This is an optimization exercise on Yosys and OpenROAD, whose aim is small area, a short achievable clock period and few clock cycles, not a production implementation.
Only simulation tests tie the RTL to the original design; equivalence was not proved.
No activity file was given, so power comes from the tool's default toggle rates.

## v29
## adder
module adder(
    input clk,
    input reset,
    input [31:0] a,
    input [31:0] b,
    input available,
    input [4:0] exception_f,
    output [31:0] sum,
    output done
    );
clock: 4.0 ns
lec_check: 0
abc_area: 1
cap_margin: 0
core_margin: 2
core_utilization: 40
setup_slack_margin: 0.75
slew_margin: 0
standard.sh (not shown) runs the stock make flow with config.mk's settings and CLKGATE_MAP_FILE= SYNTH_SCRIPT=/design/flow/synth_recipe.tcl, a recipe that flattens the netlist after the stock synthesis.
==> flow/flow/run.sh <==
#!/bin/bash
# Standard layout with two changes:
#  - the I/O port buffers are a plain buffer cell instead of the delay cell
#    the resizer picks by default;
#  - clock tree synthesis adds no dummy loads.
export BUFFER_PORTS_ARGS="-buffer_cell sky130_fd_sc_hd__buf_1"
export CTS_ARGS="-sink_clustering_enable -repair_clock_nets -dont_use_dummy_load -buf_list {sky130_fd_sc_hd__clkbuf_4 sky130_fd_sc_hd__clkbuf_8}"
bash standard.sh > standard.log 2>&1
v29 completed; timing, DRC and antenna clean
Testbench counts of v29, summed over its fixed seeds: cycles 6,392.
[inputs] v33 vs v29
Settings: SLEW_MARGIN now 20, was 0; SETUP_SLACK_MARGIN now 0.85, was 0.75; CTS_BUF_LIST now sky130_fd_sc_hd__clkbuf_4 sky130_fd_sc_hd__clkbuf_8, previously not set; CAP_MARGIN now 20, was 0.
==> flow/flow/run.sh <==
#!/bin/bash
# Standard layout, with the I/O port buffers made from a plain buffer cell
# instead of the delay cell the resizer picks by default.
export BUFFER_PORTS_ARGS="-buffer_cell sky130_fd_sc_hd__buf_1"
bash standard.sh > standard.log 2>&1
Notes after the runs:
- v33 against v29: proportion of power drawn by flip-flops and latches fell by 2.8 points, wire length of the first global-routing pass rose by 260 um, total setup buffers inserted after CTS rose by 3, global-route usage rose by 0.18 points.
- Side by side, met2 wirelength from detailed routing turned out higher in v33 than in v29.
- Going from v29 to v33, share of the final layout cell area in sequential cells fell 0.55 points; non-clock buffer count in the final layout now larger.
- Going from v29 to v33, ratio of final minimum period to clock period grows by 0.27 points.
- Count of multi-input gates across v29 and v33: no real change.
- [compare] base=v29 new=v33: worst voltage drop across the vdd grid went up 0.000025 V; utilization after layout now sits higher.
## Diff of input files: v31 against v33
Settings: SETUP_SLACK_MARGIN: 0.85 -> 0.75; CELL_PAD_IN_SITES_GLOBAL_PLACEMENT: unset -> 0; CTS_BUF_LIST: sky130_fd_sc_hd__clkbuf_4 sky130_fd_sc_hd__clkbuf_8 -> unset; CELL_PAD_IN_SITES_DETAIL_PLACEMENT: unset -> 0.
==> flow/flow/run.sh <==
#!/bin/bash
# Standard layout with two changes:
#  - the I/O port buffers are a plain buffer cell instead of the delay cell
#    the resizer picks by default;
#  - clock tree synthesis adds no dummy loads.
export BUFFER_PORTS_ARGS="-buffer_cell sky130_fd_sc_hd__buf_1"
export CTS_ARGS="-sink_clustering_enable -repair_clock_nets -dont_use_dummy_load -buf_list {sky130_fd_sc_hd__clkbuf_4 sky130_fd_sc_hd__clkbuf_8}"
bash standard.sh > standard.log 2>&1
==> comparison <==
Higher number of instances resized during post-cts repair was reported by v33, not v31. Xor and xnor area share after synthesis came out exactly the same in v33 and v31. Global routing met3 resource utilization of v31 is on par with v33. Reported for v33 and v31, count of clock-buffer cells in the layout turned out identical to the last digit. Sort v33 and v31 by design area, ascending, and v31 comes first. All of v33 and v31 finish clean. Higher worst setup slack goes to v31 over v33. When the final numbers for v33 and v31 were put side by side, the fraction of final layout cells sized beyond drive strength 1 turned out to be greater in v33. Total power consumption of the routed design: v31 vs v33 down 190 uW.
> inputs changed (v31 -> v35)
Settings: CELL_PAD_IN_SITES_DETAIL_PLACEMENT: 0 -> unset; CELL_PAD_IN_SITES_GLOBAL_PLACEMENT: 0 -> unset.
[summary]
Comparing v35 with v31, the time the final worst path needs with I/O delays and setup came out essentially unchanged.
| starting utilization of the core area | v31 vs v35 | ≈ equal |
Power came out exactly the same in v31 and v35.
The count of port buffers added during placement was comparable across v31 and v35.
In terms of reported net switching power, v35 and v31 differ only marginally.
From v31 to v35 the numbers moved as follows: portion of the layout cell area used by non-clock buffers about even, post-synthesis instance area about even, first-pass GRT wire length about even.
For v11, these inputs were changed with respect to v35:
Settings: a change of SETUP_SLACK_MARGIN from 0.75 to 0.65; an added CTS_BUF_LIST of sky130_fd_sc_hd__clkbuf_4 sky130_fd_sc_hd__clkbuf_8.
==> flow/flow/run.sh <==
#!/bin/bash
# Standard layout, with the I/O port buffers made from a plain buffer cell
# instead of the delay cell the resizer picks by default.
export BUFFER_PORTS_ARGS="-buffer_cell sky130_fd_sc_hd__buf_1"
bash standard.sh > standard.log 2>&1
## What came out
Hold slack (higher): v11
Re effective utilization at floorplan: no difference whatsoever between v35 and v11.
v11 ends up with a instance count on the critical path that is 1 lower than in v35.
Relative to v35, net switching power of the design has increased by about 2% in v11.
The post-route cell area number comes out higher for v11 vs v35.
Leakage power figure (v11 over v35): increase, 0.000015 uW
Re total routed wirelength: v11 is about 1.3% up on v35.
Note that the power recorded for v35 amounts to 0.931 times the value seen in v11.
As far as synthesized cell count goes, v35 and v11 are indistinguishable; the numbers are identical.
Modified inputs, v54 compared to v11
Settings: swapping 0.65 for 0.7 in SETUP_SLACK_MARGIN; clearing CTS_BUF_LIST, which used to be sky130_fd_sc_hd__clkbuf_4 sky130_fd_sc_hd__clkbuf_8.
==> flow/flow/run.sh <==
#!/bin/bash
# Standard layout with two changes:
#  - the I/O port buffers are a plain buffer cell instead of the delay cell
#    the resizer picks by default;
#  - clock tree synthesis adds no dummy loads.
export BUFFER_PORTS_ARGS="-buffer_cell sky130_fd_sc_hd__buf_1"
export CTS_ARGS="-sink_clustering_enable -repair_clock_nets -dont_use_dummy_load -buf_list {sky130_fd_sc_hd__clkbuf_4 sky130_fd_sc_hd__clkbuf_8}"
bash standard.sh > standard.log 2>&1
Notes after the runs:
The routed wire length was comparable across v54 and v11. Any difference in global-route wire length before repair between v54 and v11 is small enough to ignore. From v11 to v54 the numbers moved as follows: highest ir drop seen on vdd moved down; fraction of power consumed by the clock network went down 6.5 points.

Another version of the RTL of adder (not shown whole).
For scale: roughly 900 cells after synthesis, about 49 flip-flops, about 110 I/O pins, about 0.0051 mm^2 of cells after synthesis.
==> flow/config.mk <==
export PLATFORM = sky130hd
export DESIGN_NAME = adder
export DESIGN_NICKNAME = adder
export VERILOG_FILES = /design/flow/design.v
export SDC_FILE = /design/flow/constraint.sdc
export NUM_CORES = 4
export LEC_CHECK = 0
export ABC_AREA = 1
export CAP_MARGIN = 20
export CORE_MARGIN = 2
export CORE_UTILIZATION = 40
export SETUP_SLACK_MARGIN = 0.9
export SLEW_MARGIN = 20
==> flow/constraint.sdc <==
create_clock -name core_clock -period 4.0 [get_ports {clk}]
set_input_delay 0.8000 -clock core_clock [delete_from_list [all_inputs] [get_ports {clk}]]
set_output_delay 0.8000 -clock core_clock [all_outputs]
set_load 0.01 [all_outputs]
==> flow/flow/run.sh <==
#!/bin/bash
# Standard layout with two changes:
#  - the I/O port buffers are a plain buffer cell instead of the delay cell
#    the resizer picks by default;
#  - clock tree synthesis adds no dummy loads.
export BUFFER_PORTS_ARGS="-buffer_cell sky130_fd_sc_hd__buf_1"
export CTS_ARGS="-sink_clustering_enable -repair_clock_nets -dont_use_dummy_load -buf_list {sky130_fd_sc_hd__clkbuf_4 sky130_fd_sc_hd__clkbuf_8}"
bash standard.sh > standard.log 2>&1
Testbench counts at the start, summed over its fixed seeds: cycles 6,392.
Next try:
--- a/flow/config.mk
+++ b/flow/config.mk
@@ -12 +12 @@
-export SETUP_SLACK_MARGIN = 0.9
+export SETUP_SLACK_MARGIN = 0.7
=>
- non-clock buffer count goes down by 16
- worst hold slack barely changes
- setup slack gets worse by 48 ps
- count of clock-buffer cells in the layout does not change
- via count fell by 2.4%
- core utilization falls by 2.7 points
- final cell count shrinks by 1.5%
- combinational power is lower by about 6%
- area after synthesis does not change
Next try:
--- a/flow/config.mk
+++ b/flow/config.mk
@@ -12 +12 @@
-export SETUP_SLACK_MARGIN = 0.7
+export SETUP_SLACK_MARGIN = 0.75
Result: The changed run finished with timing, DRC and antenna clean; power hardly moves; setup slack is worse by 16 ps; cell area came out higher by 0.44%; worst hold slack hardly moves.
Next try:
--- a/flow/config.mk
+++ b/flow/config.mk
@@ -8 +7,0 @@
-export ABC_AREA = 1
@@ -12 +11 @@
-export SETUP_SLACK_MARGIN = 0.75
+export SETUP_SLACK_MARGIN = 0.8
Effect:
- The new run completed with no timing, DRC or antenna violations
- final cell count shrinks by 17%
- setup slack is worse by 500 ps
- final area grows by 34%
- fmax shrinks by 14%
- sequential share of layout area shrinks by 4.3 points
- die area shrinks by 3.9%
- worst hold slack is better by 8.6 ps
- sequential power is about the same
- synthesized cell count shrinks by 31%
- non-clock buffer count grows by 112

adder, a different RTL version from the one above (not shown whole).
Size: roughly 930 cells after synthesis, roughly 49 flip-flops, roughly 110 I/O pins, roughly 0.0054 mm² of cells after synthesis.
export LEC_CHECK = 0
export ABC_AREA = 1
export CAP_MARGIN = 20
export CORE_MARGIN = 2
export CORE_UTILIZATION = 40
export CTS_BUF_LIST = sky130_fd_sc_hd__clkbuf_4 sky130_fd_sc_hd__clkbuf_8
export SETUP_SLACK_MARGIN = 1.0
export SLEW_MARGIN = 20
create_clock -name core_clock -period 4.0 [get_ports {clk}]
==> flow/flow/run.sh <==
#!/bin/bash
# Standard layout, with the I/O port buffers made from a plain buffer cell
# instead of the delay cell the resizer picks by default.
export BUFFER_PORTS_ARGS="-buffer_cell sky130_fd_sc_hd__buf_1"
bash standard.sh > standard.log 2>&1
Testbench counts at the start, summed over its fixed seeds: cycles 6,392.
==> next run, changes <==
SETUP_SLACK_MARGIN = default   (was 1.0)
Sequential share of layout area climbs by 1.8 points; routed wire length falls by 12%; critical path depth shrinks by 1; cell area falls by 14%.
==> next run, changes <==
PLACE_DENSITY = 0.8   (was default)
SETUP_SLACK_MARGIN = 0.75   (was default)
The changed run produced a clean layout.
Utilization climbs by 1.5 points.
Final area climbs by a few percent.
Setup slack is better by 290 ps.
Sequential share of layout area came out lower by 0.38 points.
Hold slack got worse by 11 ps.
==> next run, changes <==
PLACE_DENSITY = default   (was 0.8)
=> Utilization stays flat; design area stays flat; power is about the same; global-route usage rises by 0.79 points; die area does not change; non-clock buffer count falls by 2.

## port drivers added, routing unchanged
The results above use ideal ports. As a check the final layouts listed here were re-extracted and re-timed, cells and wires unchanged. Step 1 sets driving cells, clkbuf_16 on the clock port and buf_2 on the other inputs (assumed; they add their load-dependent delay and slew). Step 2 times the ports against the registers' clock, not the clock port: input delays grow and output delays shrink by t, the midpoint of the rising clock arrivals with the driver on. Three values: ideal, step 1, step 2; two values: the first two.
run	shift t [ns]	slack for setup (ns)	worst setup path at the end	clock arrival spread, ns	slew at the worst register clock pin (ns)
v29	0.319	0.865 / 0.836 / 0.707	input to register	0.017 / 0.016	0.09 / 0.09
v33	0.319	0.854 / 0.824 / 0.811	input to register	0.010 / 0.010	0.09 / 0.09
v31	0.319	0.865 / 0.836 / 0.707	input to register	0.017 / 0.016	0.09 / 0.09
v35	0.319	0.865 / 0.836 / 0.707	input to register	0.017 / 0.016	0.09 / 0.09
v11	0.319	0.778 / 0.748 / 0.614	input to register	0.009 / 0.009	0.09 / 0.09
v54	0.319	0.813 / 0.783 / 0.682	input to register	0.017 / 0.016	0.09 / 0.09
the first run of note 2	0.310	0.960 / 0.932 / 0.780	input to register	0.015 / 0.015	0.08 / 0.08
the second run of note 2	0.311	0.912 / 0.884 / 0.706	input to register	0.016 / 0.016	0.08 / 0.08
the third run of note 2	0.310	0.896 / 0.874 / 0.744	input to register	0.016 / 0.017	0.08 / 0.08
the fourth run of note 2	0.308	0.400 / 0.384 / 0.076	input to register	0.007 / 0.008	0.08 / 0.08
the first run of note 3	0.314	1.026 / 1.001 / 0.809	input to register	0.005 / 0.005	0.08 / 0.08
the second run of note 3	0.313	0.585 / 0.559 / 0.310	input to register	0.005 / 0.004	0.08 / 0.08
the third run of note 3	0.315	0.873 / 0.848 / 0.678	input to register	0.006 / 0.006	0.08 / 0.08
the fourth run of note 3	0.315	0.929 / 0.903 / 0.619	input to register	0.004 / 0.004	0.08 / 0.08
After both steps every run listed still meets setup and hold. The setup slack of the fourth run of note 2, which loses most, moves by -0.016 ns with the drivers and by -0.324 ns with both steps.
